Optimization exercise on an open flow, not production practice.
RTL: at most simulated, not proved equivalent.
Power: default activity.

File: flow/config.mk
export PLATFORM = sky130hd
export DESIGN_NAME = crypto_accelerator_top
export DESIGN_NICKNAME = crypto_accelerator_top
export VERILOG_FILES = /design/flow/design.v
export SDC_FILE = /design/flow/constraint.sdc
export NUM_CORES = 4
export LEC_CHECK = 0
export CAP_MARGIN = 20
export CORE_MARGIN = 2
export CORE_UTILIZATION = 35
export SLEW_MARGIN = 20
File: flow/constraint.sdc
create_clock -name core_clock -period 6.0 [get_ports {clk}]
set_input_delay 1.2000 -clock core_clock [delete_from_list [all_inputs] [get_ports {clk}]]
set_output_delay 1.2000 -clock core_clock [all_outputs]
set_load 0.01 [all_outputs]
File: flow/design.v
module performance_counter #(
    parameter COUNTER_WIDTH = 16
) (
    input  logic                        clk,
    input  logic                        rst_n,
    input  logic                        block_completed,
    output logic [COUNTER_WIDTH-1:0]    blocks_processed,
    output logic [COUNTER_WIDTH-1:0]    cycles_elapsed
);
    always_ff @(posedge clk or negedge rst_n) begin
        if (!rst_n)
            blocks_processed <= '0;
        else if (block_completed)
            blocks_processed <= blocks_processed + 1'b1;
    end
    always_ff @(posedge clk or negedge rst_n) begin
        if (!rst_n)
            cycles_elapsed <= '0;
        else
            cycles_elapsed <= cycles_elapsed + 1'b1;
    end
endmodule
module encrypt_engine #(
    parameter BLOCK_WIDTH = 32
) (
    input  logic [BLOCK_WIDTH-1:0]  data_in,
    output logic [BLOCK_WIDTH-1:0]  data_out
);
    localparam logic [8*32-1:0] KEYS = {
        32'h55555555, 32'hAAAAAAAA, 32'h76543210, 32'hFEDCBA98,
        32'h9ABCDEF0, 32'h12345678, 32'hCAFEBABE, 32'hDEADBEEF
    };
    always_comb begin
        data_out = data_in;
        for (int r = 0; r < 8; r++) begin
            data_out = data_out ^ KEYS[r*32 +: 32];
            data_out = {data_out[BLOCK_WIDTH-2:0], data_out[BLOCK_WIDTH-1]};
        end
    end
endmodule
module crypto_accelerator_top #(
    parameter BLOCK_WIDTH = 32,
    parameter COUNTER_WIDTH = 16
) (
    input  logic                        clk,
    input  logic                        rst_n,
    input  logic [BLOCK_WIDTH-1:0]      data_in,
    input  logic                        data_in_valid,
    output logic                        data_in_ready,
    output logic [BLOCK_WIDTH-1:0]      data_out,
    output logic                        data_out_valid,
    input  logic                        data_out_ready,
    output logic [COUNTER_WIDTH-1:0]    blocks_processed,
    output logic [COUNTER_WIDTH-1:0]    cycles_elapsed
);
    logic [BLOCK_WIDTH-1:0] encrypted;
    encrypt_engine #(.BLOCK_WIDTH(BLOCK_WIDTH)) u_encrypt_engine (
        .data_in  (data_in),
        .data_out (encrypted)
    );
    assign data_in_ready = !data_out_valid || data_out_ready;
    always_ff @(posedge clk or negedge rst_n) begin
        if (!rst_n)
            data_out_valid <= 1'b0;
        else if (data_in_ready)
            data_out_valid <= data_in_valid;
    end
    always_ff @(posedge clk) begin
        if (data_in_ready)
            data_out <= encrypted;
    end
    performance_counter #(.COUNTER_WIDTH(COUNTER_WIDTH)) u_performance_counter (
        .clk              (clk),
        .rst_n            (rst_n),
        .block_completed  (data_out_valid & data_out_ready),
        .blocks_processed (blocks_processed),
        .cycles_elapsed   (cycles_elapsed)
    );
endmodule
File: flow/run.sh
#!/bin/bash
# synth_recipe.tcl (not shown) runs the flow's synth.tcl, then flattens the netlist and writes it again
# the make line also repeats each setting of config.mk as NAME=value (left out here)
make -C /OpenROAD-flow-scripts/flow DESIGN_CONFIG=/design/flow/config.mk WORK_HOME=/design/flow/orfs CLKGATE_MAP_FILE= SYNTH_SCRIPT=/design/flow/synth_recipe.tcl finish
==> results of run 1 <==
-- cells by family after synthesis --
family / count (synthesis) / share of synthesized area
XOR/XNOR: 29 / 0.105
adder cells (fa/ha/maj): 2 / 0.0103
buffers and inverters: 17 / 0.0263
flip-flops: 65 / 0.737
multiplexers: 1 / 0.00465
AND/OR/NAND/NOR: 48 / 0.117
-- cell usage after synthesis (all sizes together) --
| master | n | share of area |
|---|---|---|
| dfrtp | 33 | 0.34 |
| xor2 | 8 | 0.029 |
| nand4 | 10 | 0.035 |
| nand2b | 3 | 0.0077 |
| nor3 | 4 | 0.014 |
| and2 | 1 | 0.0036 |
| ha | 2 | 0.010 |
| nand2 | 10 | 0.015 |
| edfxtp | 32 | 0.40 |
| nor2 | 9 | 0.015 |
| mux2 | 1 | 0.0046 |
| xnor2 | 21 | 0.076 |
| inv | 17 | 0.026 |
| and4 | 2 | 0.0072 |
| nand3 | 9 | 0.019 |
-- metal layers --
metal | wire length [um] | vias to the layer above | global-route usage
met1 | 2570 | 762 | 0.205
met3 | 510 | 7 | 0.0436
met4 | 65 | 0 | 0.0629
li1 | - | 778 | -
met5 | 0 | - | 0
met2 | 1980 | 79 | 0.179
-- area by class of cell --
| class | count | area, um^2 | share of cell area |
|---|---|---|---|
| clock inverters | 4 | 51.3 | 0.0137 |
| inverters | 17 | 63.8 | 0.0170 |
| clock buffers | 12 | 155 | 0.0413 |
| repair buffers | 103 | 1030 | 0.273 |
| well taps | 80 | 100 | 0.0266 |
| multi-input cells | 80 | 573 | 0.153 |
| flip-flops and latches | 65 | 1790 | 0.476 |
-- worst paths after layout --
kind                                                                   to  slack, ns  cells past startpoint
worst max-delay path                                        data_in_ready       1.97                      4
worst min-delay path             u_performance_counter.cycles_elapsed[15]       0.47                      1
worst max register to register   u_performance_counter.cycles_elapsed[12]       4.54                      5
worst min register to register   u_performance_counter.cycles_elapsed[15]       0.47                      1
max in group asynchronous        u_performance_counter.cycles_elapsed[10]       4.43                      2
min in group asynchronous       u_performance_counter.blocks_processed[5]       1.27                      2
-- flip-flops by register name (all words and copies together), names as in the netlist --
signal,flops
data_out,32
data_out_valid,1
u_performance_counter.cycles_elapsed,16
u_performance_counter.blocks_processed,16
-- worst max-delay path, cell delays in order --
cell and delay, ns:
clkdlybuf4s50_1 0.51, nand2b_1 0.11, buf_4 0.37, clkdlybuf4s50_1 0.62
-- where the power goes --
group | internal, mW | switching, mW | total [mW]
logic | 0.0978 | 0.0583 | 0.156
clock network | 0.215 | 0.164 | 0.379
registers | 0.506 | 0.0347 | 0.541
-- metrics by stage --
stage               hold WS, ns  setup WS [ns]  total power, mW
floorplan                 0.507           2.70            0.602
global placement          0.465           2.00            0.706
detailed placement        0.471           1.95            0.709
CTS                       0.481           1.95             1.09
global route              0.490           1.86             1.13
finish                    0.472           1.97             1.08
==> out/summary.md, run 1 <==
The leakage power of the design is 1.54 nW. The run finished with no timing, DRC or antenna violations. In this run the worst path has a maximum fanout of 34. The tools report the total count of max-transition violations in the final report as 0. The run gives 7840 um as the global-route wire length before repair.

The tools report the utilization after layout as 0.556. The tools report the relative slew slack as 0.720. Fraction of layout instances using a drive strength above 1: 0.0854.

The later pin in the worst-skew pair is clocked with a latency of 0.33 ns. After legalization and detailed placement, the total HPWL measured 3570 um. The clock-pin slew reported for the worst setup and hold paths after clock tree synthesis was 0.07 ns. The run gives 0 as the number of hold violations in the final report.

Library cell used as clock root buffer: clkbuf_8. Before antenna repair, the detailed router went through 5 iterations. 102 I/O pins were placed. The floorplan step defined a die boundary enclosing 7610 um^2. The number of levels in the clock H-tree is 3, and the final-report setup violation count is 0. In the layout the commonest cells are 101 x clkdlybuf4s50_1, 33 x dfrtp_1, 32 x edfxtp_1. The number of hold buffers added after CTS was 0. The maximum clock rate was 248 MHz. The nature of the critical path startpoint is an input port.

The final critical-path share of the clock period is 0.671, and the number of inserted filler cells in the final layout is 570. Transition at the pin with the smallest max-transition slack: 0.421 ns. The clock passes through at most 2 buffers.

The synthesized design contains 65 register bits. The class of the tightest hold or removal check was reg2reg. The startpoint of the lowest-slack hold path is u_performance_counter.cycles_elapsed[15]. The starting density of the core is 0.359, and the DRC violation total after the first TritonRoute iteration is 68. The repair_antennas step left the layout with diodes totalling 0. Data on the critical path is required at its endpoint by 4.80 ns. For this run the aggregate overflow at the end of global routing stands at 0. In this run the horizontal extent of the chip is 87.2 um. For the DRC violation count after routing, the log shows 0. TritonCTS built the clock tree. The final critical path time including I/O delays and setup came out at 4.03 ns. The run gives 0 as the number of antenna-violating nets in the routed design. The run gives 1,550 as the via count of the first global-routing pass. Between clock sinks in the finished design, the worst skew comes to 0.00692 ns.

The number of resized instances in the post-cts repair step is 0. Using the TritonRoute via totals, the vias-per-cell ratio works out to 4.50. The number of antenna violations at the first check in global routing is 0. By startpoint and endpoint, the worst setup path is classified as in2out.

The number of sinks driven by the clock tree is 65, and the placer congestion estimate is 0.705. After detailed routing, the average wire length per cell comes to 14.2 um. A synthesized cell averages 15.0 um^2. STA classifies the critical path endpoint as an output pin.

The count of buffers added by post-CTS timing repair for setup is 0. The netlist area before placement is 2420 um^2, and the number of vias after detailed routing is 1,626. The tools report the net count after synthesis as 200. The post-detailed-placement cell area is 3550 um^2.

In this run, CTS created clock tree buffers numbering 9. The routed design has 5130 um of wire. Leaving out fill and tap cells, the most frequent cell in the layout is clkdlybuf4s50_1. The tools report the gate count of the mapped netlist as 162. Final design area excluding fillers: 3760 um^2. Tracing the worst setup path back leads to its startpoint at data_out_ready. Non-filler instance count after layout: 361. The tools report the sequential fraction of the synthesis area as 0.737. Maximum number of pins on one net before global-route repair: 35. In this run, placement finished with an instance count of 345. The initialized floorplan defines 30 standard-cell rows. The total routing usage reported by global routing was 0.137. The die span in y came out at 87.2 um. Yosys printed 3 warnings. Compared with the post-synthesis result, the final layout area differs by 55.0%.

The standard cell core area came out at 6760 um^2. VDD sags by at most 0.000131 V. The layout net count is 314.

The startpoint identified for the worst register-to-register timing path is u_performance_counter.cycles_elapsed[0]. In the final timing run, aggregate negative setup slack is 0 ns. Setup repair after global routing left no endpoint under its margin. Counting distinct cell types in the post-synthesis netlist gives 19.

In this run the tool buffered the top-level ports with 101 buffer cells. Power spread over the standard cell area amounts to 286 nW/um^2. Data on the critical path arrives at its endpoint at 2.83 ns. The tool flagged a number of max-cap violations equal to 0.
Testbench counts, summed over its fixed seeds: cycles 11,070.
==> run 2, diff against run 1 <==
--- a/flow/config.mk
+++ b/flow/config.mk
@@ -10,2 +10,3 @@
 export CORE_UTILIZATION = 35
+export SETUP_SLACK_MARGIN = 4
 export SLEW_MARGIN = 20
==> run 2 against run 1 <==
Against the previous run:
- synthesized cell count unchanged
- sequential share of layout area is 0.47 points lower
- non-clock buffer count increased by 41
- design area up 1.4%
- clock-buffer cell count is 2 lower
- largest power group unchanged
- highest routed layer unchanged
==> out/summary.md, run 2 <==
The flow ran to the end and the layout has no timing, DRC or antenna violations. The number of placement rows came out at 30 (unchanged). Overall power consumption: 1.08 mW (about the same). List of cells traversed by the critical path: buf_8, nand2b_4, buf_6 (was clkdlybuf4s50_1, nand2b_1, buf_4, clkdlybuf4s50_1). The worst-path cell with the longest stage delay is nand2b_4 (was clkdlybuf4s50_1). The final critical path time including I/O delays and setup is 2.77 ns (was 4.03 ns), and the detailed placement HPWL is 3730 um (was 3570 um).

For the net count after synthesis, the log shows 200 (unchanged). Highest metal layer used by the detailed router: met4 (unchanged). For the relative contribution of combinational cells to total power, the log shows 0.182 (was 0.145). The total area of multi-input combinational cells is 589 um^2 (was 573 um^2). The class of the most critical setup path is in2out (unchanged).

The global-route wire length before repair was 8780 um (was 7840 um). Area of the die: 7610 um^2 (unchanged). The total length of routed met3 wires is 577 um (was 510 um), and the internal power consumption is 805 uW (was 819 uW). The final-report setup violation count came out at 0 (unchanged). The switching share of power was 0.252 (was 0.239). The logs give 1.57 ns (was 2.83 ns) for the data arrival at the endpoint of the critical path and 0.359 (unchanged) for the starting density of the core. The library cell used as clock root buffer was clkbuf_8 (unchanged). The total routing usage reported by global routing is 0.157 (was 0.137), and the maximum clock rate is 361 MHz (was 248 MHz).

The number of buffers created by CTS came out at 9 (unchanged). The total of flip-flops plus latches after synthesis came out at 65 (unchanged). The maximum fanout along the worst path was 2 (was 34).

The most common library cell in the layout ignoring fill and taps was buf_2 (was clkdlybuf4s50_1). The standard cell core area was 6760 um^2 (unchanged). Top area cells in the synthesized netlist: edfxtp_1 40%, dfrtp_1 34%, xnor2_1 7.6%, xor2_1 2.9%, inv_1 2.6% (unchanged). The tools report the storage element area as 1790 um^2 (about the same). The final critical-path share of the clock period is 0.462 (was 0.671), and the largest voltage drop on the vdd net is 0.000194 V (was 0.000131 V). For the warning count from the yosys run, the log shows 3 (unchanged). The width of the die was 87.2 um (unchanged); the leakage power of the design was 1.81 nW (was 1.54 nW). Sum of overflow across all layers after global routing: 0 (unchanged).

The tools report the hold buffer count at CTS as 0 (unchanged). TritonCTS built the clock tree. The maximum cell stage delay along the critical path was 0.15 ns (was 0.62 ns). For the maximum number of pins on one net before global-route repair, the log shows 34 (was 35).

The mean post-synth cell area came out at 15.0 um^2 (unchanged). The count of input and output buffers came out at 101 (unchanged). The number of vias after detailed routing came out at 1,793 (was 1,626). The worst clock skew on the final layout came out at 0.00972 ns (was 0.00692 ns). Type of destination of the critical path: an output pin (unchanged). The number of distinct library cell variants in the gate-level netlist after synthesis was 19 (unchanged); the areal power density over the cells was 282 nW/um^2 (was 286 nW/um^2). The class of the tightest hold or removal check is reg2reg (unchanged).

For the total wire length after detailed routing, the log shows 5860 um (was 5130 um). Cell taking the most area after synthesis: edfxtp_1 (unchanged). The power share of the clock group came out at 0.330 (was 0.352).

The number of antenna violations at the first check in global routing was 0 (unchanged). The die span in y was 87.2 um (unchanged). The tools report the buffer levels on the longest clock path as 2 (unchanged).

The via count of the first global-routing pass is 1,706 (was 1,550). The nature of the critical path startpoint was an input port (unchanged). Commonest cells in the synthesized netlist: 33 x dfrtp_1, 32 x edfxtp_1, 21 x xnor2_1 (unchanged). Netlist area before placement: 2420 um^2 (unchanged). Registers with the most flip-flops: data_out (32), u_performance_counter.blocks_processed (16), u_performance_counter.cycles_elapsed (16) (unchanged).

Async set-or-reset flop fraction in the synthesized netlist: 0.508 (unchanged). The run gives 0.738 (was 0.705) as the placer congestion estimate. The most instantiated library cell after synthesis was dfrtp_1 (unchanged). The tools report the number of sinks driven by the clock tree as 65 (unchanged). The number of flops mapped to enable cells by yosys was 32 (unchanged). Relative contribution of sequential cells to total power: 0.487 (was 0.503). The run gives 4.80 ns (about the same) as the worst endpoint required time. Setup repair after global routing could not meet its margin everywhere. The number of maximum-capacitance violations was 0 (unchanged); the number of hold violations in the final report was 0 (unchanged). Transition at the pin with the smallest max-transition slack: 0.428 ns (was 0.421 ns). The run gives 0 (unchanged) as the number of diodes added for antenna fixing.

Met2 layer wire length in the routed design: 2440 um (was 1980 um). The sequential fraction of the synthesis area was 0.737 (unchanged); the number of inserted filler cells in the final layout was 629 (was 570). The tools report the worst-skew pair later-pin latency as 0.33 ns (about the same).

Top library cells by usage in the layout, fill and taps aside: 56 x buf_2, 42 x buf_4, 34 x clkdlybuf4s50_1 (was 101 x clkdlybuf4s50_1, 33 x dfrtp_1, 32 x edfxtp_1). The DRC violation count after routing is 0 (unchanged). The power spent charging and discharging nets was 271 uW (was 257 uW); the area growth from synthesis to final layout was 57.2% (was 55.0%). The dominant synthesized flop cell is dfrtp_1 (unchanged). Layout net count: 356 (was 314). Routed via count divided by cell count: 4.45 (was 4.50).

Number of levels in the clock H-tree: 3 (unchanged). The wire length per cell was 14.5 um (was 14.2 um); the setup TNS was 0 ns (unchanged). The first-pass detailed-route iteration total is 4 (was 5). Clock-pin slew reported for the worst setup and hold paths after clock tree synthesis: 0.07 ns (about the same).

The logs give 2780 um (was 2570 um) for the met1 routed wirelength after detailed routing and 52 (was 68) for the DRC violation total after the first TritonRoute iteration. The number of antenna-violating nets in the routed design came out at 0 (unchanged). For the relative slew slack, the log shows 0.715 (was 0.720). The total count of max-transition violations in the final report came out at 0 (unchanged). The count of boundary I/O pins came out at 102 (unchanged).

The register containing the most flip-flops in the final layout is data_out (unchanged). For the gate count of the mapped netlist, the log shows 162 (unchanged). The area share of the largest cell type after synthesis is 0.396 (unchanged), and the fraction of layout instances using a drive strength above 1 is 0.433 (was 0.0854). The number of flip-flops under the largest register name came out at 32 (unchanged).
run 2: cell counts after synthesis:
Identical to the previous run, type by type.
run 2: path summary, 6_finish.rpt:
kind	cells after the start	slack [ns]	end	startpoint
max in group asynchronous	2	4.39	u_performance_counter.cycles_elapsed[9]	rst_n
worst max-delay path	3	3.23	data_in_ready	data_out_ready
worst max register to register	7	4.43	u_performance_counter.cycles_elapsed[12]	u_performance_counter.cycles_elapsed[1]
worst min-delay path	2	0.54	u_performance_counter.cycles_elapsed[15]	u_performance_counter.cycles_elapsed[15]
min in group asynchronous	2	1.26	u_performance_counter.blocks_processed[5]	rst_n
worst min register to register	2	0.54	u_performance_counter.cycles_elapsed[15]	u_performance_counter.cycles_elapsed[15]
run 2: layout make-up:
type,instances,share of cell area
Multi-Input combinational cell,81,0.155
Sequential cell,65,0.471
Clock buffer,10,0.0335
Inverter,17,0.0167
Tap cell,80,0.0263
Clock inverter,6,0.0158
Timing Repair Buffer,144,0.282
run 2: power by group through the flow:
stage / combinational, mW / clock [mW] / sequential (mW)
after global routing: 0.212 / 0.386 / 0.528
final: 0.196 / 0.355 / 0.524
after CTS: 0.193 / 0.364 / 0.525
after global placement: 0.157 / 0 / 0.550
after detailed placement: 0.160 / 0 / 0.551
after floorplan: 0.0383 / 0 / 0.564
run 2: kinds of logic after synthesis:
family	after synthesis	synth area share
xor gates and xnor gates	29	0.105
adders and majority gates	2	0.0103
buffers and inverters	17	0.0263
DFF	65	0.737
muxes	1	0.00465
and+or+nand+nor	48	0.117
run 2: stage by stage:
step / cell area (um^2) / instances / utilization / setup WS (ns) / hold slack (ns)
6_report: 3810 / 403 / 0.564 / 3.23 / 0.544
5_1_grt: 3810 / 403 / 0.564 / 3.22 / 0.570
4_1_cts: 3740 / 395 / 0.554 / 3.23 / 0.538
3_5_place_dp: 3550 / 344 / 0.525 / 2.04 / 0.473
3_3_place_gp: 3550 / 344 / 0.525 / 2.07 / 0.466
2_1_floorplan: 2430 / 162 / - / 3.27 / 0.507
run 2: worst max-delay path, delay by kind of cell:
kind,cells,cell delay [ns]
buf+inv,2,0.21
simple gates,1,0.15
run 2: layer usage:
layer,up-vias,track usage
li1,865,-
met1,829,0.224
met2,92,0.221
met3,7,0.0616
met4,0,0.0462
met5,-,0
run 2: timing repair:
action / in CTS / in global routing
cloned: 1 / 0
gates resized for setup: 288 / 1
pin swaps: 0 / 0
setup endpoints to repair: 110 / 66
setup buffers: 34 / 8
==> run 3, diff against run 2 <==
==> flow/flow/run.sh (new file) <==
#!/bin/bash
# Own layout flow: the standard ORFS flow, with every input and output port
# buffered by a plain sky130_fd_sc_hd__buf_1 (which timing repair then sizes as
# needed) instead of the delay buffer buffer_ports picks by default.
# The make output goes to flow_make.log in the work folder; each ORFS step also
# keeps its own log under orfs/logs/.
set -euo pipefail
export BUFFER_PORTS_ARGS="-buffer_cell sky130_fd_sc_hd__buf_1"
bash standard.sh > flow_make.log 2>&1
==> flow/standard.sh (new file) <==
#!/bin/bash
# synth_recipe.tcl (not shown) runs the flow's synth.tcl, then flattens the netlist and writes it again
# the make line also repeats each setting of config.mk as NAME=value (left out here)
make -C /OpenROAD-flow-scripts/flow DESIGN_CONFIG=/design/flow/config.mk WORK_HOME=/design/flow/orfs CLKGATE_MAP_FILE= SYNTH_SCRIPT=/design/flow/synth_recipe.tcl "${@:-finish}"
removed: flow/run.sh
==> run 3 against run 2 <==
Against the previous run:
- sequential share of layout area rose by 3.3 points
- still clean on timing, DRC and antenna
- utilization shrank 3.7 points
- non-clock buffer count up 1
- clock skew fell by 0.0057 ns
- critical path depth is the same
==> out/summary.md, run 3 <==
The run gives 8070 um (was 8780 um) as the global-route wire length before repair. The area growth from synthesis to final layout is 47.0% (was 57.2%), and the transition at the pin with the smallest max-transition slack is 0.845 ns (was 0.428 ns). The layout net count was 357 (was 356); the relative contribution of combinational cells to total power was 0.171 (was 0.182).

The tools report the total area of multi-input combinational cells as 594 um^2 (was 589 um^2). Number of hold violations in the final report: 0 (unchanged). The endpoint of the worst register-to-register path was u_performance_counter.cycles_elapsed[12] (unchanged). Commonest cells in the synthesized netlist: 33 x dfrtp_1, 32 x edfxtp_1, 21 x xnor2_1 (unchanged).

The worst-skew pair later-pin latency was 0.32 ns (was 0.33 ns); the routed via count divided by cell count was 4.40 (was 4.45). For the number of buffers created by CTS, the log shows 9 (unchanged). The gate family responsible for the most delay along the worst path is buffers and inverters (unchanged).

The tools report the launching instance or port of the critical path as data_out_ready (unchanged). The cell taking the most area after synthesis is edfxtp_1 (unchanged). The final-report setup violation count was 0 (unchanged); the wire length per cell was 13.5 um (was 14.5 um).

The run gives 3.23 ns (about the same) as the final critical-path setup slack. The startpoint of the worst-slack reg-to-reg timing path is u_performance_counter.cycles_elapsed[1] (unchanged). The tools report the starting density of the core as 0.359 (unchanged).

Top library cells by usage in the layout, fill and taps aside: 44 x buf_4, 43 x clkbuf_2, 41 x buf_1 (was 56 x buf_2, 42 x buf_4, 34 x clkdlybuf4s50_1). Number of placement rows: 30 (unchanged). Via count of the first global-routing pass: 1,643 (was 1,706). Register containing the most flip-flops in the final layout: data_out (unchanged). For the number of distinct library cell variants in the gate-level netlist after synthesis, the log shows 19 (unchanged).

The run gives 3 (unchanged) as the number of levels in the clock H-tree. For the leakage power of the design, the log shows 1.69 nW (was 1.81 nW). The total routing usage reported by global routing is 0.142 (was 0.157), and the detailed placement HPWL is 3360 um (was 3730 um). The worst endpoint required time is 4.80 ns (about the same), and the warning count from the yosys run is 3 (unchanged). The DRC violation count after routing is 0 (unchanged). Buffer levels on the longest clock path: 2 (unchanged).

The width of the die is 87.2 um (unchanged). For the number of antenna-violating nets in the routed design, the log shows 0 (unchanged). The critical path depth in cells was 3 (unchanged). For the total count of max-transition violations in the final report, the log shows 0 (unchanged).

The area share of the largest cell type after synthesis was 0.396 (unchanged); the worst setup slack before clock tree synthesis was 2.85 ns (was 2.04 ns). Storage element area: 1790 um^2 (unchanged). The endpoint of the worst setup timing path is data_in_ready (unchanged).

The run gives 6760 um^2 (unchanged) as the standard cell core area. The final critical-path share of the clock period is 0.462 (about the same). The sum of overflow across all layers after global routing came out at 0 (unchanged). The flow ran to the end and the layout has no timing, DRC or antenna violations. The worst-path cell with the longest stage delay is nand2b_4 (unchanged). For the setup TNS, the log shows 0 ns (unchanged).

The register-to-register setup slack is 4.45 ns (was 4.43 ns). The total of flip-flops plus latches after synthesis came out at 65 (unchanged). Fraction of layout instances using a drive strength above 1: 0.418 (was 0.433). List of cells traversed by the critical path: buf_8, nand2b_4, buf_6 (unchanged). Top area cells in the synthesized netlist: edfxtp_1 40%, dfrtp_1 34%, xnor2_1 7.6%, xor2_1 2.9%, inv_1 2.6% (unchanged).

The run gives 784 uW (was 805 uW) as the internal power consumption. The most instantiated library cell after synthesis was dfrtp_1 (unchanged). Post-detailed-placement cell area: 2910 um^2 (was 3550 um^2). The non-filler instance count after layout was 403 (unchanged).

The area of the die was 7610 um^2 (unchanged); the total wire length after detailed routing was 5440 um (was 5860 um). Library cell used as clock root buffer: clkbuf_8 (unchanged). The maximum fanout along the worst path was 2 (unchanged); the sequential fraction of the synthesis area was 0.737 (unchanged).

The relative slew slack is 0.437 (was 0.715), and the count of input and output buffers is 101 (unchanged). The run gives 0 (unchanged) as the number of antenna violations at the first check in global routing. The class of the tightest hold or removal check was reg2reg (unchanged).

The logs give 102 (unchanged) for the count of boundary I/O pins and 361 MHz (about the same) for the maximum clock rate. The tools report the data arrival at the endpoint of the critical path as 1.57 ns (about the same). Setup repair after global routing could not meet its margin everywhere. The nature of the critical path startpoint is an input port (unchanged). The number of flops mapped to enable cells by yosys was 32 (unchanged); the number of inserted filler cells in the final layout was 618 (was 629).

The tools report the number of sinks driven by the clock tree as 65 (unchanged). The utilization after layout is 0.527 (was 0.564). First-pass detailed-route iteration total: 4 (unchanged). The type of destination of the critical path was an output pin (unchanged). The number of vias after detailed routing is 1,772 (was 1,793), and the number of maximum-capacitance violations is 0 (unchanged).

The async set-or-reset flop fraction in the synthesized netlist was 0.508 (unchanged). Buffering stage count on the worst path with inverters included: 2 (unchanged). The mean post-synth cell area is 15.0 um^2 (unchanged).

The areal power density over the cells came out at 295 nW/um^2 (was 282 nW/um^2). The dominant synthesized flop cell was dfrtp_1 (unchanged). The gate count of the mapped netlist is 162 (unchanged), and the die span in y is 87.2 um (unchanged). The number of cells on the worst reg-to-reg path is 7 (unchanged). The relative contribution of sequential cells to total power came out at 0.498 (was 0.487).

Registers with the most flip-flops: data_out (32), u_performance_counter.blocks_processed (16), u_performance_counter.cycles_elapsed (16) (unchanged). The run gives 0.330 (about the same) as the power share of the clock group. TritonCTS built the clock tree.

Most common library cell in the layout ignoring fill and taps: buf_4 (was buf_2). The class of the most critical setup path was in2out (unchanged). Maximum number of pins on one net before global-route repair: 34 (unchanged). The logs give 3560 um^2 (was 3810 um^2) for the final design area excluding fillers and 0.711 (was 0.738) for the placer congestion estimate.

The run gives 2420 um^2 (unchanged) as the netlist area before placement. The switching share of power was 0.255 (was 0.252). The clock-pin slew reported for the worst setup and hold paths after clock tree synthesis came out at 0.07 ns (about the same). DRC violation total after the first TritonRoute iteration: 29 (was 52). The number of flip-flops under the largest register name was 32 (unchanged). The largest voltage drop on the vdd net was 0.000144 V (was 0.000194 V); the worst clock skew on the final layout was 0.00398 ns (was 0.00972 ns). The number of diodes added for antenna fixing was 0 (unchanged); the placed instance count was 343 (was 344). The final critical path time including I/O delays and setup was 2.77 ns (about the same).

The tools report the power spent charging and discharging nets as 268 uW (was 271 uW). The maximum cell stage delay along the critical path is 0.15 ns (about the same). The tools report the net count after synthesis as 200 (unchanged).
## run 3: what timing repair did
item	CTS	global route
setup endpoints to repair	66	67
gates resized for setup	27	49
buffers inserted	32	12
cloned	1	0
hold buffers	0	0
## run 3: area by class of cell
type | instances | share of cell area
clock buffers | 9 | 0.0348
clock inverters | 6 | 0.0169
inverters | 17 | 0.0179
multi-input cells | 81 | 0.167
flip-flops and latches | 65 | 0.504
well taps | 80 | 0.0281
repair buffers | 145 | 0.232
## run 3: stage by stage
step	hold WS (ns)	total power, mW
final	0.494	1.05
after global routing	0.551	1.10
after CTS	0.499	1.04
after detailed placement	0.463	0.651
after global placement	0.460	0.649
after floorplan	0.507	0.602
## run 3: logic make-up after synthesis
logic type / Yosys count / share of synthesized area
xor+xnor: 29 / 0.105
fa+ha+maj: 2 / 0.0103
buf+inv: 17 / 0.0263
flops: 65 / 0.737
mux: 1 / 0.00465
simple gates: 48 / 0.117
## run 3: worst min-delay path by stage
stage	start	to	slack, ns	cells past startpoint
after floorplan	u_performance_counter.blocks_processed[15]	u_performance_counter.blocks_processed[15]	0.51	1
after global placement	u_performance_counter.cycles_elapsed[15]	u_performance_counter.cycles_elapsed[15]	0.46	1
after detailed placement	u_performance_counter.cycles_elapsed[15]	u_performance_counter.cycles_elapsed[15]	0.46	1
after CTS	u_performance_counter.blocks_processed[13]	u_performance_counter.blocks_processed[13]	0.50	1
after global routing	u_performance_counter.blocks_processed[11]	u_performance_counter.blocks_processed[11]	0.55	1
final	u_performance_counter.blocks_processed[13]	u_performance_counter.blocks_processed[13]	0.49	1
## run 3: layer usage
metal | routed length [um] | track usage | vias to the layer above | part of all wire
li1 | - | - | 864 | -
met1 | 2480 | 0.189 | 825 | 0.46
met2 | 2450 | 0.214 | 81 | 0.45
met3 | 489 | 0.0550 | 2 | 0.090
met4 | 22 | 0.0503 | 0 | 0.0040
met5 | 0 | 0 | - | 0
## run 3: power by group through the flow
stage,Sequential [mW],Combinational (mW),Clock [mW]
4_1_cts,0.523,0.155,0.362
2_1_floorplan,0.564,0.0383,0
6_report,0.524,0.180,0.348
3_3_place_gp,0.550,0.0992,0
3_5_place_dp,0.550,0.101,0
5_1_grt,0.527,0.197,0.376
==> run 4, diff against run 3 <==
--- a/flow/design.v
+++ b/flow/design.v
@@ -56,2 +56,5 @@
     logic [BLOCK_WIDTH-1:0] encrypted;
+    logic [BLOCK_WIDTH-1:0] skid_data;
+    logic                   skid_valid;
+    logic                   out_load;
     encrypt_engine #(.BLOCK_WIDTH(BLOCK_WIDTH)) u_encrypt_engine (
@@ -60,12 +63,22 @@
     );
-    assign data_in_ready = !data_out_valid || data_out_ready;
+    assign data_in_ready = !skid_valid;
+    assign out_load = !data_out_valid || data_out_ready;
     always_ff @(posedge clk or negedge rst_n) begin
-        if (!rst_n)
+        if (!rst_n) begin
             data_out_valid <= 1'b0;
-        else if (data_in_ready)
-            data_out_valid <= data_in_valid;
+            skid_valid     <= 1'b0;
+        end else if (out_load) begin
+            data_out_valid <= skid_valid || data_in_valid;
+            skid_valid     <= 1'b0;
+        end else if (!skid_valid) begin
+            skid_valid     <= data_in_valid;
+        end
     end
     always_ff @(posedge clk) begin
-        if (data_in_ready)
-            data_out <= encrypted;
+        if (out_load)
+            data_out <= skid_valid ? skid_data : encrypted;
+    end
+    always_ff @(posedge clk) begin
+        if (!skid_valid)
+            skid_data <= encrypted;
     end
==> run 4 against run 3 <==
Against the previous run:
- maximum frequency is 30% higher
- non-clock buffer count stayed put
- critical path type is now reg2out
- global-route usage is 1.3 points lower
- combinational power is 47% higher
==> out/summary.md, run 4 <==
For the post-detailed-placement cell area, the log shows 3940 um^2 (was 2910 um^2). Top area cells in the synthesized netlist: edfxtp_1 28%, dfrtp_1 25%, dfxtp_1 19%, mux2_2 6.3%, xnor2_1 5.1% (was edfxtp_1 40%, dfrtp_1 34%, xnor2_1 7.6%, xor2_1 2.9%, inv_1 2.6%). The tools report the relative slew slack as 0.451 (was 0.437). Top library cells by usage in the layout, fill and taps aside: 46 x clkbuf_2, 44 x buf_4, 39 x buf_1 (was 44 x buf_4, 43 x clkbuf_2, 41 x buf_1). The net count after synthesis was 277 (was 200).

The tools report the gate count of the mapped netlist as 239 (was 162). The count of input and output buffers is 101 (unchanged). The tools report the relative contribution of sequential cells to total power as 0.549 (was 0.498). Gate family responsible for the most delay along the worst path: flip-flops (was buffers and inverters).

The number of inserted filler cells in the final layout is 872 (was 618). The run gives 4.80 ns (about the same) as the worst endpoint required time. The maximum clock rate was 470 MHz (was 361 MHz).

The sum of overflow across all layers after global routing was 0 (unchanged); the maximum cell stage delay along the critical path was 0.45 ns (was 0.15 ns). The run gives 0 (unchanged) as the number of diodes added for antenna fixing. The fraction of met1 tracks used by global routing was 0.152 (was 0.189). Dominant synthesized flop cell: dfrtp_1 (unchanged). The total wire length after detailed routing is 6690 um (was 5440 um), and the async set-or-reset flop fraction in the synthesized netlist is 0.347 (was 0.508). The final critical-path share of the clock period is 0.354 (was 0.462), and the maximum number of pins on one net before global-route repair is 48 (was 34).

TritonCTS built the clock tree. The hold buffer count at CTS was 0 (unchanged); the relative contribution of combinational cells to total power was 0.180 (was 0.171). Commonest cells in the synthesized netlist: 34 x dfrtp_1, 32 x dfxtp_1, 32 x edfxtp_1 (was 33 x dfrtp_1, 32 x edfxtp_1, 21 x xnor2_1). The buffer levels on the longest clock path is 2 (unchanged).

The logs give 34 (was 29) for the DRC violation total after the first TritonRoute iteration and 0 ns (unchanged) for the setup TNS. The number of sinks driven by the clock tree came out at 98 (was 65). The total of flip-flops plus latches after synthesis was 98 (was 65). Registers with the most flip-flops: data_out (32), skid_data (32) (was data_out (32), u_performance_counter.blocks_processed (16), u_performance_counter.cycles_elapsed (16)). For the power spent charging and discharging nets, the log shows 393 uW (was 268 uW). The wire length per cell is 12.8 um (was 13.5 um), and the total routing usage reported by global routing is 0.129 (was 0.142). The type of destination of the critical path was an output pin (unchanged). The leakage power of the design is 2.03 nW (was 1.69 nW). The class of the most critical setup path was reg2out (was in2out). The run gives 917 um^2 (was 594 um^2) as the total area of multi-input combinational cells. The utilization after layout came out at 0.493 (was 0.527).

The logs give 2460 um^2 (was 1790 um^2) for the storage element area and 10,500 um^2 (was 7610 um^2) for the area of the die. The number of maximum-capacitance violations was 0 (unchanged); the number of flops mapped to enable cells by yosys was 32 (unchanged). The routed via count divided by cell count is 4.42 (was 4.40).

The tools report the first-pass detailed-route iteration total as 5 (was 4). The most congested layer reported by global routing is met2 (unchanged). The worst-skew pair later-pin latency came out at 0.35 ns (was 0.32 ns).

The final-report setup violation count was 0 (unchanged); the placer congestion estimate was 0.747 (was 0.711). The tools report the standard cell core area as 9330 um^2 (was 6760 um^2). The number of vias after detailed routing is 2,310 (was 1,772), and the overall power consumption is 1.46 mW (was 1.05 mW). The die span in y was 103 um (was 87.2 um); the largest voltage drop on the vdd net was 0.000146 V (was 0.000144 V). The number of distinct library cell variants in the gate-level netlist after synthesis was 24 (was 19). The met2 track demand over resource came out at 0.204 (was 0.214). The transition at the pin with the smallest max-transition slack came out at 0.824 ns (was 0.845 ns). The count of boundary I/O pins is 102 (unchanged). The run gives 10,400 um (was 8070 um) as the global-route wire length before repair.

The logs give 4600 um^2 (was 3560 um^2) for the final design area excluding fillers and 3 (unchanged) for the warning count from the yosys run. The tools report the netlist area before placement as 3400 um^2 (was 2420 um^2). List of cells traversed by the critical path: buf_1 (was buf_8, nand2b_4, buf_6).

The tools report the starting density of the core as 0.365 (was 0.359). The class of the tightest hold or removal check is reg2reg (unchanged). The number of antenna-violating nets in the routed design was 0 (unchanged); the data arrival at the endpoint of the critical path was 0.93 ns (was 1.57 ns). The worst-path cell with the longest stage delay is dfrtp_2 (was nand2b_4). Fraction of layout instances using a drive strength above 1: 0.396 (was 0.418). The run gives 0.0685 (was 0.0550) as the global routing met3 resource utilization. Cell taking the most area after synthesis: edfxtp_1 (unchanged). Most common library cell in the layout ignoring fill and taps: clkbuf_2 (was buf_4).

The library cell used as clock root buffer was clkbuf_8 (unchanged). The mean post-synth cell area is 14.2 um^2 (was 15.0 um^2), and the total count of max-transition violations in the final report is 0 (unchanged). The switching share of power was 0.269 (was 0.255).

The number of levels in the clock H-tree was 3 (unchanged); the final critical path time including I/O delays and setup was 2.13 ns (was 2.77 ns). The most instantiated library cell after synthesis was dfrtp_1 (unchanged). The number of buffers created by CTS came out at 9 (unchanged).

The tools report the number of antenna violations at the first check in global routing as 0 (unchanged). The final-layout worst hold slack was 0.471 ns (was 0.494 ns). Setup repair after global routing could not meet its margin everywhere. The tools report the nature of the critical path startpoint as a register (was an input port). The number of placement rows was 35 (was 30); the power share of the clock group was 0.271 (was 0.330). The maximum fanout along the worst path was 5 (was 2); the buffering stage count on the worst path with inverters included was 1 (was 2). The run finished with no timing, DRC or antenna violations.

The area share of the largest cell type after synthesis was 0.282 (was 0.396); the area growth from synthesis to final layout was 35.2% (was 47.0%). For the worst clock skew on the final layout, the log shows 0.00798 ns (was 0.00398 ns). The detailed placement HPWL is 4270 um (was 3360 um), and the areal power density over the cells is 318 nW/um^2 (was 295 nW/um^2). The number of hold violations in the final report was 0 (unchanged); the width of the die was 103 um (was 87.2 um).

Via count of the first global-routing pass: 2,268 (was 1,643). The DRC violation count after routing was 0 (unchanged). The clock-pin slew reported for the worst setup and hold paths after clock tree synthesis is 0.09 ns (was 0.07 ns), and the layout net count is 427 (was 357). The internal power consumption came out at 1.07 mW (was 784 uW).

The sequential fraction of the synthesis area was 0.721 (was 0.737).
==> run 4: power groups by stage <==
stage	sequential, mW	combinational [mW]	clock [mW]
after floorplan	0.848	0.0797	0
after global placement	0.830	0.169	0
after detailed placement	0.832	0.173	0
after CTS	0.801	0.236	0.415
after global routing	0.810	0.291	0.444
final	0.802	0.264	0.396
==> run 4: path summary, 6_finish.rpt <==
path / from / endpoint / slack (ns) / cells after the start
hold / removal: skid_data[16] / skid_data[16] / 0.47 / 2
setup reg to reg: u_performance_counter.blocks_processed[4] / u_performance_counter.blocks_processed[15] / 4.34 / 6
min in group asynchronous: rst_n / u_performance_counter.blocks_processed[11] / 0.93 / 1
hold reg to reg: skid_data[16] / skid_data[16] / 0.47 / 2
max in group asynchronous: rst_n / u_performance_counter.blocks_processed[3] / 4.50 / 1
setup / recovery: data_out_valid / data_out_valid / 3.87 / 1
==> run 4: cell families after synthesis <==
| group | synth area share |
|---|---|
| xor gates and xnor gates | 0.0746 |
| DFF | 0.721 |
| buffers and inverters | 0.0165 |
| adders and majority gates | 0.00735 |
| and+or+nand+nor | 0.0974 |
| muxes | 0.0629 |
| AOI/OAI and AO/OA | 0.0206 |
==> run 4: cell type report <==
type / count / share of cell area
clock buffer: 10 / 0.0299
multi-input combinational: 128 / 0.199
clock inverter: 6 / 0.0109
timing repair buffer: 145 / 0.185
inverter: 7 / 0.00571
sequential: 98 / 0.535
tap: 129 / 0.0351
==> run 4: per-layer routing <==
layer | part of all wire | vias to the layer above | wire length (um)
met5 | 0 | - | 0
met4 | 0.0037 | 0 | 25
met3 | 0.090 | 2 | 600
met2 | 0.48 | 71 | 3210
met1 | 0.43 | 1112 | 2860
li1 | - | 1125 | -
==> run 4: stage by stage <==
step,setup WS (ns),std cells
4_1_cts,3.83,510
2_1_floorplan,3.72,239
5_1_grt,3.81,523
3_5_place_dp,3.51,464
6_report,3.87,523
3_3_place_gp,3.52,464
==> run 4: what timing repair did <==
item                                    CTS  global route
resized for setup                        21            61
pin swaps                                 0             3
buffers inserted                         30            13
gates cloned                              0             0
endpoints found under the setup margin   72            72
Testbench counts of run 4, summed over its fixed seeds: cycles 11,071.
==> run 5, diff against run 4 <==
==> flow/run.sh (new file) <==
#!/bin/bash
# synth_recipe.tcl (not shown) runs the flow's synth.tcl, then flattens the netlist and writes it again
# the make line also repeats each setting of config.mk as NAME=value (left out here)
make -C /OpenROAD-flow-scripts/flow DESIGN_CONFIG=/design/flow/config.mk WORK_HOME=/design/flow/orfs CLKGATE_MAP_FILE= SYNTH_SCRIPT=/design/flow/synth_recipe.tcl finish
--- a/flow/config.mk
+++ b/flow/config.mk
@@ -10,3 +10,2 @@
 export CORE_UTILIZATION = 35
-export SETUP_SLACK_MARGIN = 4
 export SLEW_MARGIN = 20
removed: flow/flow/run.sh
removed: flow/standard.sh
==> run 5 against run 4 <==
Against the previous run:
- clock-buffer cell count grew 1
- total power grew 4.8%
- via count shrank 8.7%
- clock skew grew 0.0026 ns
==> out/summary.md, run 5 <==
The flow ran to the end and the layout has no timing, DRC or antenna violations. The async set-or-reset flop fraction in the synthesized netlist is 0.347 (unchanged), and the final critical-path share of the clock period is 0.477 (was 0.354). The cell taking the most area after synthesis is edfxtp_1 (unchanged). The logs give 1.66 ns (was 0.93 ns) for the data arrival at the endpoint of the critical path and 3400 um^2 (unchanged) for the netlist area before placement.

The area share of the largest cell type after synthesis works out to 0.282 (unchanged). For the area of the die, the log shows 10,500 um^2 (unchanged). The placer congestion estimate was 0.745 (was 0.747). The starting density of the core was 0.365 (unchanged); the total of flip-flops plus latches after synthesis was 98 (unchanged).

The run gives 0 (unchanged) as the sum of overflow across all layers after global routing. The number of distinct library cell variants in the gate-level netlist after synthesis was 24 (unchanged). DRC violation count after routing: 0 (unchanged). The hold buffer count at CTS is 0 (unchanged). The fraction of layout instances using a drive strength above 1 was 0.122 (was 0.396); the relative slew slack was 0.666 (was 0.451). Setup repair after global routing left no endpoint under its margin.

Launching instance or port of the critical path: skid_valid (was data_out_valid). The clock-pin slew reported for the worst setup and hold paths after clock tree synthesis is 0.09 ns (about the same). The wire length per cell was 12.8 um (about the same); the number of antenna-violating nets in the routed design was 0 (unchanged).

The transition at the pin with the smallest max-transition slack came out at 0.502 ns (was 0.824 ns). The gate count of the mapped netlist came out at 239 (unchanged). The logs give 49 (was 48) for the maximum number of pins on one net before global-route repair and 0 ns (unchanged) for the setup TNS. Registers with the most flip-flops: data_out (32), skid_data (32) (unchanged). The total routing usage reported by global routing was 0.123 (was 0.129). The tools report the startpoint of the lowest-slack hold path as skid_data[7] (was skid_data[16]). Total area of multi-input combinational cells: 895 um^2 (was 917 um^2). The count of boundary I/O pins is 102 (unchanged).

Top library cells by usage in the layout, fill and taps aside: 101 x clkdlybuf4s50_1, 34 x dfrtp_1, 32 x edfxtp_1, 32 x dfxtp_1, 23 x nand2_1 (was 46 x clkbuf_2, 44 x buf_4, 39 x buf_1). Count of input and output buffers: 101 (unchanged). The tools report the warning count from the yosys run as 3 (unchanged). Endpoint of the worst register-to-register path: u_performance_counter.blocks_processed[15] (unchanged).

Most common library cell in the layout ignoring fill and taps: clkdlybuf4s50_1 (was clkbuf_2). The class of the most critical setup path is reg2out (unchanged). The run gives 2 (unchanged) as the buffer levels on the longest clock path. For the number of vias after detailed routing, the log shows 2,109 (was 2,310).

The run gives 6160 um (was 6690 um) as the total wire length after detailed routing. The maximum cell stage delay along the critical path was 0.49 ns (was 0.45 ns). Global-route wire length before repair: 9850 um (was 10,400 um). The number of maximum-capacitance violations was 0 (unchanged); the die span in y was 103 um (unchanged). The tools report the number of resized instances in the post-cts repair step as 0 (was 21).

The storage element area is 2450 um^2 (was 2460 um^2). The number of flops mapped to enable cells by yosys works out to 32 (unchanged). The number of placement rows is 35 (unchanged), and the final critical-path setup slack is 3.14 ns (was 3.87 ns).

The number of diodes added for antenna fixing was 0 (unchanged). Worst setup slack before clock tree synthesis: 3.13 ns (was 3.51 ns). The layout net count was 386 (was 427). The class of the tightest hold or removal check was reg2reg (unchanged).

The via count of the first global-routing pass is 1,963 (was 2,268). The final critical path time including I/O delays and setup came out at 2.86 ns (was 2.13 ns). Overall power consumption: 1.53 mW (was 1.46 mW). List of cells traversed by the critical path: buf_4, inv_1, clkdlybuf4s50_1 (was buf_1). The logs give 9330 um^2 (unchanged) for the standard cell core area and 0.0106 ns (was 0.00798 ns) for the worst clock skew on the final layout. The tools report the endpoint of the worst hold path as skid_data[7] (was skid_data[16]).

Final-report setup violation count: 0 (unchanged). The areal power density over the cells works out to 319 nW/um^2 (was 318 nW/um^2). The tools report the net count after synthesis as 277 (unchanged). The type of destination of the critical path was an output pin (unchanged).

The number of sinks driven by the clock tree was 98 (unchanged). The run gives 0.515 (was 0.493) as the utilization after layout. Commonest cells in the synthesized netlist: 34 x dfrtp_1, 32 x dfxtp_1, 32 x edfxtp_1 (unchanged).

The area growth from synthesis to final layout was 41.2% (was 35.2%); the largest voltage drop on the vdd net was 0.000165 V (was 0.000146 V). The leakage power of the design is 1.90 nW (was 2.03 nW), and the worst-skew pair later-pin latency is 0.35 ns (about the same). The dominant synthesized flop cell is dfrtp_1 (unchanged). The tools report the maximum clock rate as 349 MHz (was 470 MHz). The width of the die is 103 um (unchanged), and the routed via count divided by cell count is 4.38 (was 4.42). Library cell used as clock root buffer: clkbuf_8 (unchanged). The DRC violation total after the first TritonRoute iteration was 34 (unchanged).

The startpoint of the worst-slack reg-to-reg timing path is data_out_valid (was u_performance_counter.blocks_processed[4]). Number of inserted filler cells in the final layout: 848 (was 872). Top area cells in the synthesized netlist: edfxtp_1 28%, dfrtp_1 25%, dfxtp_1 19%, mux2_2 6.3%, xnor2_1 5.1% (unchanged). The number of antenna violations at the first check in global routing is 0 (unchanged). The first-pass detailed-route iteration total is 4 (was 5), and the total count of max-transition violations in the final report is 0 (unchanged). For the register-to-register setup slack, the log shows 4.42 ns (was 4.34 ns). The number of levels in the clock H-tree was 3 (unchanged). The number of cells on the worst reg-to-reg path works out to 4 (was 6).

For the sequential fraction of the synthesis area, the log shows 0.721 (unchanged). For the number of hold violations in the final report, the log shows 0 (unchanged). Worst-path cell with the longest stage delay: clkdlybuf4s50_1 (was dfrtp_2). The mean post-synth cell area came out at 14.2 um^2 (unchanged). TritonCTS built the clock tree.

The count of buffers added by post-CTS timing repair for setup is 0 (was 30). The most instantiated library cell after synthesis is dfrtp_1 (unchanged). The cell depth of the worst hold path was 2 (unchanged); the worst endpoint required time was 4.80 ns (about the same). The detailed placement HPWL was 4310 um (was 4270 um); the maximum fanout along the worst path was 48 (was 5). The number of buffers created by CTS came out at 9 (unchanged). Nature of the critical path startpoint: a register (unchanged).
## run 5: changes by cell type in the layout (fill, tap and decap cells not counted), sizes merged, moves of 2 or more
cell and change:
bufinv +2, clkdlybuf4s50 +101, buf -96, clkbuf -45
## run 5: final cells by class
class | count | area share
multi-input combinational | 128 | 0.186
sequential | 98 | 0.510
inverter | 7 | 0.00547
clock inverter | 5 | 0.0177
clock buffer | 11 | 0.0315
tap | 129 | 0.0336
timing repair buffer | 104 | 0.215
## run 5: cell families after synthesis
logic type	after synthesis	share of synthesized area
muxes	19	0.0629
and+or+nand+nor	64	0.0974
AOI/OAI and AO/OA	14	0.0206
adders and majority gates	2	0.00735
buffers and inverters	13	0.0165
xor gates and xnor gates	29	0.0746
DFF	98	0.721
## run 5: metal layers
metal / GRT usage / vias to the layer above / share of wire
met2: 0.198 / 55 / 0.50
met4: 0.0523 / 0 / 0.016
li1: - / 1045 / -
met5: 0 / - / 0
met1: 0.157 / 998 / 0.43
met3: 0.0359 / 11 / 0.051
## run 5: worst max-delay path: cells and delay by family, from the launching register on
family / cells / cell delay (ns)
buffers and inverters: 3 / 0.97
DFF: 1 / 0.33
## run 5: how the worst max path moves through the flow
| stage | endpoint | depth (start not counted) |
|---|---|---|
| floorplan | data_out[0] | 1 |
| detailed placement | u_performance_counter.blocks_processed[15] | 5 |
| finish | data_in_ready | 3 |
| global placement | u_performance_counter.blocks_processed[15] | 5 |
| global route | data_in_ready | 3 |
| CTS | data_in_ready | 3 |
## run 5: power breakdown
part | leakage (nW) | switching, mW | internal [mW]
registers | 1.03 | 0.0447 | 0.768
logic | 0.752 | 0.0990 | 0.144
clock network | 0.121 | 0.217 | 0.261
## run 5: through the flow
stage          std cells  area (um^2)  hold WS (ns)
4_1_cts              482         4800         0.477
6_report             482         4800         0.472
2_1_floorplan        239         3400         0.431
5_1_grt              482         4800         0.495
3_3_place_gp         466         4570         0.444
3_5_place_dp         466         4570         0.454
==> run 6, diff against run 5 <==
--- a/flow/config.mk
+++ b/flow/config.mk
@@ -10,2 +10,3 @@
 export CORE_UTILIZATION = 35
+export SETUP_SLACK_MARGIN = 4
 export SLEW_MARGIN = 20
==> run 6 against run 5 <==
Against the previous run:
- total power shrank 0.42%
- first-iteration DRC count rose by 26%
- design area is 3.5% higher
- sequential power decreased by 1%
- worst setup slack better by 0.67 ns
- combinational power increased by 23%
- critical path type unchanged
- largest power group unchanged
==> out/summary.md, run 6 <==
The flow ran to the end and the layout has no timing, DRC or antenna violations. The total routing usage reported by global routing was 0.139 (was 0.123); the fraction of layout instances using a drive strength above 1 was 0.424 (was 0.122). The final-layout worst hold slack is 0.472 ns (about the same). The tools report the buffer levels on the longest clock path as 2 (unchanged). The run gives 0.195 (was 0.159) as the relative contribution of combinational cells to total power. Areal power density over the cells: 307 nW/um^2 (was 319 nW/um^2).

Class of the most critical setup path: reg2out (unchanged). The relative slew slack was 0.667 (was 0.666). The clock-pin slew reported for the worst setup and hold paths after clock tree synthesis works out to 0.09 ns (about the same). The run gives 4.80 ns (about the same) as the worst endpoint required time. The tools report the library cell used as clock root buffer as clkbuf_8 (unchanged).

The total wire length after detailed routing is 7200 um (was 6160 um). Top library cells by usage in the layout, fill and taps aside: 50 x buf_2, 47 x buf_4, 34 x clkdlybuf4s50_1 (was 101 x clkdlybuf4s50_1, 34 x dfrtp_1, 32 x edfxtp_1, 32 x dfxtp_1, 23 x nand2_1). The routed via count divided by cell count was 4.38 (about the same); the number of diodes added for antenna fixing was 0 (unchanged). The fraction of the mapped netlist area in compound gates was 0.0206 (unchanged); the total area of multi-input combinational cells was 933 um^2 (was 895 um^2). The dominant synthesized flop cell was dfrtp_1 (unchanged). Top area cells in the synthesized netlist: edfxtp_1 28%, dfrtp_1 25%, dfxtp_1 19%, mux2_2 6.3%, xnor2_1 5.1% (unchanged). The final critical path time including I/O delays and setup came out at 2.19 ns (was 2.86 ns). The run gives 4480 um (was 4310 um) as the detailed placement HPWL.

The first-pass detailed-route iteration total came out at 4 (unchanged). For the total count of max-transition violations in the final report, the log shows 0 (unchanged). The most instantiated library cell after synthesis was dfrtp_1 (unchanged). The sequential fraction of the synthesis area is 0.721 (unchanged). The global-route wire length before repair was 11,100 um (was 9850 um); the number of buffers created by CTS was 9 (unchanged).

The maximum number of pins on one net before global-route repair is 35 (was 49). The non-filler instance count after layout came out at 530 (was 482). The number of hold violations in the final report is 0 (unchanged). TritonCTS built the clock tree. The relative contribution of sequential cells to total power is 0.527 (was 0.530), and the multiplexer fraction of the synthesized cell area is 0.0629 (unchanged).

Starting density of the core: 0.365 (unchanged). The die span in y is 103 um (unchanged), and the number of distinct library cell variants in the gate-level netlist after synthesis is 24 (unchanged). Registers with the most flip-flops: data_out (32), skid_data (32) (unchanged). The tools report the nature of the critical path startpoint as a register (unchanged). The number of flops mapped to enable cells by yosys came out at 32 (unchanged). The run gives 2,319 (was 2,109) as the number of vias after detailed routing. The run gives 0.99 ns (was 1.66 ns) as the data arrival at the endpoint of the critical path. Area growth from synthesis to final layout: 46.2% (was 41.2%). The final-report setup violation count is 0 (unchanged), and the mean post-synth cell area is 14.2 um^2 (unchanged). The most common library cell in the layout ignoring fill and taps was buf_2 (was clkdlybuf4s50_1).

Setup TNS: 0 ns (unchanged). The logs give 0 (unchanged) for the number of maximum-capacitance violations and 2,364 (was 1,963) for the via count of the first global-routing pass. The run gives 464 (was 466) as the placed instance count.

Commonest cells in the synthesized netlist: 34 x dfrtp_1, 32 x dfxtp_1, 32 x edfxtp_1 (unchanged). The class of the tightest hold or removal check is reg2reg (unchanged). The storage element area came out at 2460 um^2 (was 2450 um^2). The gate count of the mapped netlist was 239 (unchanged); the sum of overflow across all layers after global routing was 0 (unchanged). For the number of levels in the clock H-tree, the log shows 3 (unchanged). Fraction of the mapped netlist area in simple logic gates: 0.0974 (unchanged).

The async set-or-reset flop fraction in the synthesized netlist came out at 0.347 (unchanged). The number of sinks driven by the clock tree came out at 98 (unchanged). For the standard cell core area, the log shows 9330 um^2 (unchanged). The combinational family with the most area after synthesis is simple AND/OR/NAND/NOR gates (unchanged). Net count after synthesis: 277 (unchanged).

The final critical-path share of the clock period works out to 0.365 (was 0.477). The logs give 434 (was 386) for the layout net count and 0.773 (was 0.745) for the placer congestion estimate. The run gives 102 (unchanged) as the count of boundary I/O pins.

For the number of antenna-violating nets in the routed design, the log shows 0 (unchanged). The largest voltage drop on the vdd net was 0.000186 V (was 0.000165 V). The internal power consumption was 1.14 mW (was 1.17 mW); the switching share of power was 0.254 (was 0.235). The cell taking the most area after synthesis was edfxtp_1 (unchanged). The power spent charging and discharging nets is 388 uW (was 360 uW), and the maximum cell stage delay along the critical path is 0.50 ns (was 0.49 ns). The DRC violation count after routing is 0 (unchanged), and the area of the die is 10,500 um^2 (unchanged). The worst-skew pair later-pin latency is 0.35 ns (about the same), and the width of the die is 103 um (unchanged). List of cells traversed by the critical path: inv_2, buf_6 (was buf_4, inv_1, clkdlybuf4s50_1). Number of inserted filler cells in the final layout: 868 (was 848). Maximum fanout along the worst path: 2 (was 48). The transition at the pin with the smallest max-transition slack is 0.499 ns (was 0.502 ns).

Fraction of the mapped netlist area in adder cells: 0.00735 (unchanged). The total of flip-flops plus latches after synthesis works out to 98 (unchanged). The type of destination of the critical path was an output pin (unchanged). The run gives 3 (unchanged) as the warning count from the yosys run.

The utilization after layout was 0.533 (was 0.515). Setup repair after global routing could not meet its margin everywhere. The tools report the power share of the clock group as 0.278 (was 0.311). The tools report the leakage power of the design as 2.21 nW (was 1.90 nW). Count of input and output buffers: 101 (unchanged). The netlist area before placement is 3400 um^2 (unchanged). The fraction of synthesized cell area in xor and xnor cells works out to 0.0746 (unchanged). The run gives 35 (unchanged) as the number of placement rows. The number of antenna violations at the first check in global routing was 0 (unchanged); the worst clock skew on the final layout was 0.00954 ns (was 0.0106 ns).

The wire length per cell was 13.6 um (was 12.8 um). The worst-path cell with the longest stage delay is dfrtp_4 (was clkdlybuf4s50_1). The tools report the maximum clock rate as 456 MHz (was 349 MHz). The area share of the largest cell type after synthesis works out to 0.282 (unchanged).

DRC violation total after the first TritonRoute iteration: 43 (was 34).
## run 6: area by class of cell
type,count,area share
clock buffers,10,0.0277
clock inverters,6,0.0131
inverters,7,0.00528
multi-input cells,128,0.188
flip-flops and latches,98,0.495
well taps,129,0.0324
repair buffers,152,0.239
## run 6: repair_timing
| item | in CTS | in global routing |
|---|---|---|
| endpoints found under the setup margin | 109 | 74 |
| setup buffers | 41 | 9 |
| cloned | 0 | 0 |
| hold buffers | 0 | 0 |
| pin swaps | 5 | 4 |
| resized for setup | 290 | 12 |
## run 6: logic make-up after synthesis
kind of cell / count (synthesis)
XOR/XNOR: 29
AND/OR/NAND/NOR: 64
multiplexers: 19
adder cells (fa/ha/maj): 2
flip-flops: 98
AO/OA/AOI/OAI: 14
buffers and inverters: 13
## run 6: power by group through the flow
stage	Combinational, mW	Sequential [mW]	Clock (mW)
floorplan	0.0797	0.848	0
global placement	0.238	0.840	0
detailed placement	0.241	0.841	0
CTS	0.290	0.804	0.446
global route	0.326	0.812	0.468
finish	0.298	0.805	0.424
## run 6: routing by layer
layer  vias to the layer above  GRT usage  wire length [um]
li1                       1133          -                 -
met1                      1105      0.163              2990
met2                        79      0.229              3510
met3                         2     0.0685               680
met4                         0     0.0338                19
met5                         -          0                 0
## run 6: stage by stage
stage / area, um^2 / power (mW) / setup WS, ns
after floorplan: 3420 / 0.927 / 3.72
after global placement: 4570 / 1.08 / 3.16
after detailed placement: 4570 / 1.08 / 3.13
after CTS: 4840 / 1.54 / 3.77
after global routing: 4970 / 1.61 / 3.75
final: 4970 / 1.53 / 3.81
## run 6: critical path, delay by kind of cell (launching register included)
family                 cells  cell delay, ns
DFF                        1            0.50
buffers and inverters      2            0.15
## run 6: final timing paths
check	cells after the start	from	slack (ns)	end
setup / recovery	2	skid_valid	3.81	data_in_ready
hold / removal	2	skid_data[25]	0.47	skid_data[25]
setup reg to reg	7	data_out_valid	4.26	u_performance_counter.blocks_processed[13]
hold reg to reg	2	skid_data[25]	0.47	skid_data[25]
max in group asynchronous	2	rst_n	4.40	skid_valid
min in group asynchronous	2	rst_n	1.26	u_performance_counter.blocks_processed[12]
==> run 7, diff against run 6 <==
--- a/flow/design.v
+++ b/flow/design.v
@@ -57,3 +57,5 @@
     logic [BLOCK_WIDTH-1:0] skid_data;
-    logic                   skid_valid;
+    logic                   skid_valid;    
+    logic                   in_ready;      
+    logic                   out_empty;     
     logic                   out_load;
@@ -63,4 +65,4 @@
     );
-    assign data_in_ready = !skid_valid;
-    assign out_load = !data_out_valid || data_out_ready;
+    assign data_in_ready = in_ready;
+    assign out_load = out_empty || data_out_ready;
     always_ff @(posedge clk or negedge rst_n) begin
@@ -68,8 +70,13 @@
             data_out_valid <= 1'b0;
+            out_empty      <= 1'b1;
             skid_valid     <= 1'b0;
+            in_ready       <= 1'b1;
         end else if (out_load) begin
             data_out_valid <= skid_valid || data_in_valid;
+            out_empty      <= !(skid_valid || data_in_valid);
             skid_valid     <= 1'b0;
+            in_ready       <= 1'b1;
         end else if (!skid_valid) begin
             skid_valid     <= data_in_valid;
+            in_ready       <= !data_in_valid;
         end
@@ -87,3 +94,3 @@
         .rst_n            (rst_n),
-        .block_completed  (data_out_valid & data_out_ready),
+        .block_completed  (!out_empty && data_out_ready),
         .blocks_processed (blocks_processed),
==> flow/flow/run.sh (new file) <==
#!/bin/bash
# Own layout flow: the standard ORFS flow, with every input and output port
# buffered by a plain sky130_fd_sc_hd__buf_1 (which timing repair then sizes as
# needed) instead of the delay buffer buffer_ports picks by default.
# The make output goes to flow_make.log in the work folder; each ORFS step also
# keeps its own log under orfs/logs/.
set -euo pipefail
export BUFFER_PORTS_ARGS="-buffer_cell sky130_fd_sc_hd__buf_1"
bash standard.sh > flow_make.log 2>&1
==> flow/standard.sh (new file) <==
#!/bin/bash
# synth_recipe.tcl (not shown) runs the flow's synth.tcl, then flattens the netlist and writes it again
# the make line also repeats each setting of config.mk as NAME=value (left out here)
make -C /OpenROAD-flow-scripts/flow DESIGN_CONFIG=/design/flow/config.mk WORK_HOME=/design/flow/orfs CLKGATE_MAP_FILE= SYNTH_SCRIPT=/design/flow/synth_recipe.tcl "${@:-finish}"
removed: flow/run.sh
==> run 7 against run 6 <==
Against the previous run:
- highest routed layer unchanged
- still clean
- hold slack improved by 0.0050 ns
- utilization fell by 5.5 points
- flip-flop and latch count grew 2
- critical endpoint unchanged
==> out/summary.md, run 7 <==
The tools report the detailed placement HPWL as 4070 um (was 4480 um). TritonCTS built the clock tree. The logs give 36 (was 35) for the number of placement rows and 2 (unchanged) for the buffer levels on the longest clock path. The largest voltage drop on the vdd net was 0.000154 V (was 0.000186 V); the transition at the pin with the smallest max-transition slack was 0.890 ns (was 0.499 ns).

For the sum of overflow across all layers after global routing, the log shows 0 (unchanged). Number of maximum-capacitance violations: 0 (unchanged). The run gives 0 (unchanged) as the number of hold violations in the final report.

The logs give 4 (unchanged) for the first-pass detailed-route iteration total and 63 (was 43) for the DRC violation total after the first TritonRoute iteration. The run gives 0.99 ns (about the same) as the data arrival at the endpoint of the critical path. Dominant synthesized flop cell: dfrtp_1 (unchanged). Top library cells by usage in the layout, fill and taps aside: 54 x clkbuf_2, 46 x buf_4, 38 x buf_1 (was 50 x buf_2, 47 x buf_4, 34 x clkdlybuf4s50_1).

The areal power density over the cells was 310 nW/um^2 (was 307 nW/um^2). The DRC violation count after routing is 0 (unchanged), and the number of distinct library cell variants in the gate-level netlist after synthesis is 27 (was 24). The routed via count divided by cell count works out to 4.28 (was 4.38). The most instantiated library cell after synthesis was dfrtp_1 (unchanged). The wire length per cell came out at 12.4 um (was 13.6 um).

The netlist area before placement is 3450 um^2 (was 3400 um^2), and the async set-or-reset flop fraction in the synthesized netlist is 0.360 (was 0.347). The cell taking the most area after synthesis was edfxtp_1 (unchanged). The starting density of the core is 0.356 (was 0.365), and the worst clock skew on the final layout is 0.0129 ns (was 0.00954 ns). The sequential fraction of the synthesis area was 0.726 (was 0.721); the number of levels in the clock H-tree was 3 (unchanged). The maximum number of pins on one net before global-route repair came out at 49 (was 35).

Registers with the most flip-flops: data_out (32), skid_data (32) (unchanged). The area share of the largest cell type after synthesis works out to 0.278 (was 0.282). Gate family responsible for the most delay along the worst path: flip-flops (unchanged). The tools report the placer congestion estimate as 0.718 (was 0.773). The nature of the critical path startpoint was a register (unchanged).

The worst endpoint required time came out at 4.80 ns (about the same). The gate count of the mapped netlist was 236 (was 239). The number of antenna violations at the first check in global routing came out at 0 (unchanged).

The flow ran to the end and the layout has no timing, DRC or antenna violations. The tools report the relative slew slack as 0.407 (was 0.667). The leakage power of the design is 2.14 nW (was 2.21 nW). The final critical-path setup slack is 3.81 ns (about the same).

The run gives 0.35 ns (about the same) as the worst-skew pair later-pin latency. The maximum clock rate is 458 MHz (was 456 MHz), and the area growth from synthesis to final layout is 34.1% (was 46.2%). The total count of max-transition violations in the final report was 0 (unchanged); the number of flops mapped to enable cells by yosys was 32 (unchanged).

The final critical-path share of the clock period came out at 0.364 (was 0.365). The total routing usage reported by global routing is 0.121 (was 0.139). The number of antenna-violating nets in the routed design came out at 0 (unchanged). Setup repair after global routing could not meet its margin everywhere.

The mean post-synth cell area was 14.6 um^2 (was 14.2 um^2). The number of vias after detailed routing was 2,257 (was 2,319); the final-layout worst hold slack was 0.477 ns (was 0.472 ns). The maximum cell stage delay along the critical path came out at 0.55 ns (was 0.50 ns).

The worst setup slack before clock tree synthesis was 3.66 ns (was 3.13 ns). The number of sinks driven by the clock tree came out at 100 (was 98). The tools report the library cell used as clock root buffer as clkbuf_8 (unchanged). The width of the die was 103 um (about the same). The class of the most critical setup path was reg2out (unchanged). The standard cell core area was 9680 um^2 (was 9330 um^2); the maximum fanout along the worst path was 2 (unchanged).

The via count of the first global-routing pass came out at 2,109 (was 2,364). The die span in y was 103 um (about the same). The run gives 10,700 um^2 (was 10,500 um^2) as the area of the die.

For the register-to-register setup slack, the log shows 4.35 ns (was 4.26 ns). The net count after synthesis came out at 274 (was 277). The number of buffers created by CTS is 9 (unchanged), and the clock-pin slew reported for the worst setup and hold paths after clock tree synthesis is 0.09 ns (about the same). The layout net count is 427 (was 434), and the total of flip-flops plus latches after synthesis is 100 (was 98). For the warning count from the yosys run, the log shows 3 (unchanged). Number of diodes added for antenna fixing: 0 (unchanged). The number of cells on the worst reg-to-reg path is 1 (was 7), and the setup TNS is 0 ns (unchanged). The logs give 465 (was 464) for the placed instance count and 9840 um (was 11,100 um) for the global-route wire length before repair. The tools report the type of destination of the critical path as an output pin (unchanged). The class of the tightest hold or removal check was reg2reg (unchanged). Top area cells in the synthesized netlist: edfxtp_1 28%, dfrtp_1 25%, dfxtp_1 19%, mux2_2 6.2%, xnor2_1 3.8% (was edfxtp_1 28%, dfrtp_1 25%, dfxtp_1 19%, mux2_2 6.3%, xnor2_1 5.1%). The worst-path cell with the longest stage delay is dfstp_2 (was dfrtp_4). List of cells traversed by the critical path: buf_6 (was inv_2, buf_6).

The final-report setup violation count came out at 0 (unchanged). The final critical path time including I/O delays and setup is 2.19 ns (about the same). The most common library cell in the layout ignoring fill and taps is clkbuf_2 (was buf_2). Non-filler instance count after layout: 527 (was 530). The count of input and output buffers is 101 (unchanged), and the critical path depth in cells is 1 (was 2).

Commonest cells in the synthesized netlist: 34 x dfrtp_1, 32 x dfxtp_1, 32 x edfxtp_1 (unchanged). The fraction of layout instances using a drive strength above 1 works out to 0.391 (was 0.424). The count of boundary I/O pins is 102 (unchanged). Buffering stage count on the worst path with inverters included: 1 (was 2). The total wire length after detailed routing is 6530 um (was 7200 um). The cell depth of the worst hold path came out at 2 (unchanged).
## run 7: cell types whose count changed after synthesis, sizes merged, moves of 2 or more
cell	delta
and3	+8
inv	-5
nand4	-5
xnor2	-5
xor2	+5
clkbuf	-2
dfstp	+2
nor2	-2
## run 7: area by class of cell
class | count | area, um^2
Multi-Input combinational cell | 129 | 927
Tap cell | 133 | 166
Sequential cell | 100 | 2510
Fill cell | 902 | 5050
Clock buffer | 12 | 156
Timing Repair Buffer | 147 | 835
Clock inverter | 4 | 28.8
Inverter | 2 | 7.51
## run 7: cells by family after synthesis
family          synth area share
compound gates            0.0203
xor+xnor                  0.0736
fa+ha+maj                0.00725
buf+inv                  0.00834
flops                      0.726
mux                       0.0620
simple gates               0.103
## run 7: power breakdown
| group | switching, mW | internal [mW] |
|---|---|---|
| logic | 0.112 | 0.110 |
| registers | 0.0341 | 0.778 |
| clock network | 0.222 | 0.179 |
## run 7: worst paths after layout
kind	startpoint	to
max	in_ready	data_in_ready
min	skid_data[30]	skid_data[30]
max reg2reg	skid_valid	data_out[1]
min reg2reg	skid_data[30]	skid_data[30]
max in group asynchronous	rst_n	skid_valid
min in group asynchronous	rst_n	u_performance_counter.blocks_processed[15]
## run 7: layer usage
layer | part of all wire | vias up | track usage | wire [um]
met5 | 0 | - | 0 | 0
met4 | 0.015 | 0 | 0.0577 | 97
met3 | 0.057 | 8 | 0.0349 | 373
met2 | 0.49 | 65 | 0.190 | 3170
met1 | 0.44 | 1062 | 0.154 | 2880
li1 | - | 1122 | - | -
## run 7: stage by stage
step / total power [mW] / util / cell area, um^2
floorplan: 0.922 / - / 3460
global placement: 0.983 / 0.412 / 3990
detailed placement: 0.988 / 0.412 / 3990
CTS: 1.43 / 0.457 / 4430
global route: 1.52 / 0.478 / 4630
finish: 1.43 / 0.478 / 4630
## run 7: timing repair
item	CTS	global route
hold buffers	0	0
gates resized for setup	11	62
endpoints found under the setup margin	66	68
pin swaps	0	1
buffers inserted	31	15
Testbench counts of run 7, summed over its fixed seeds: cycles 11,071.
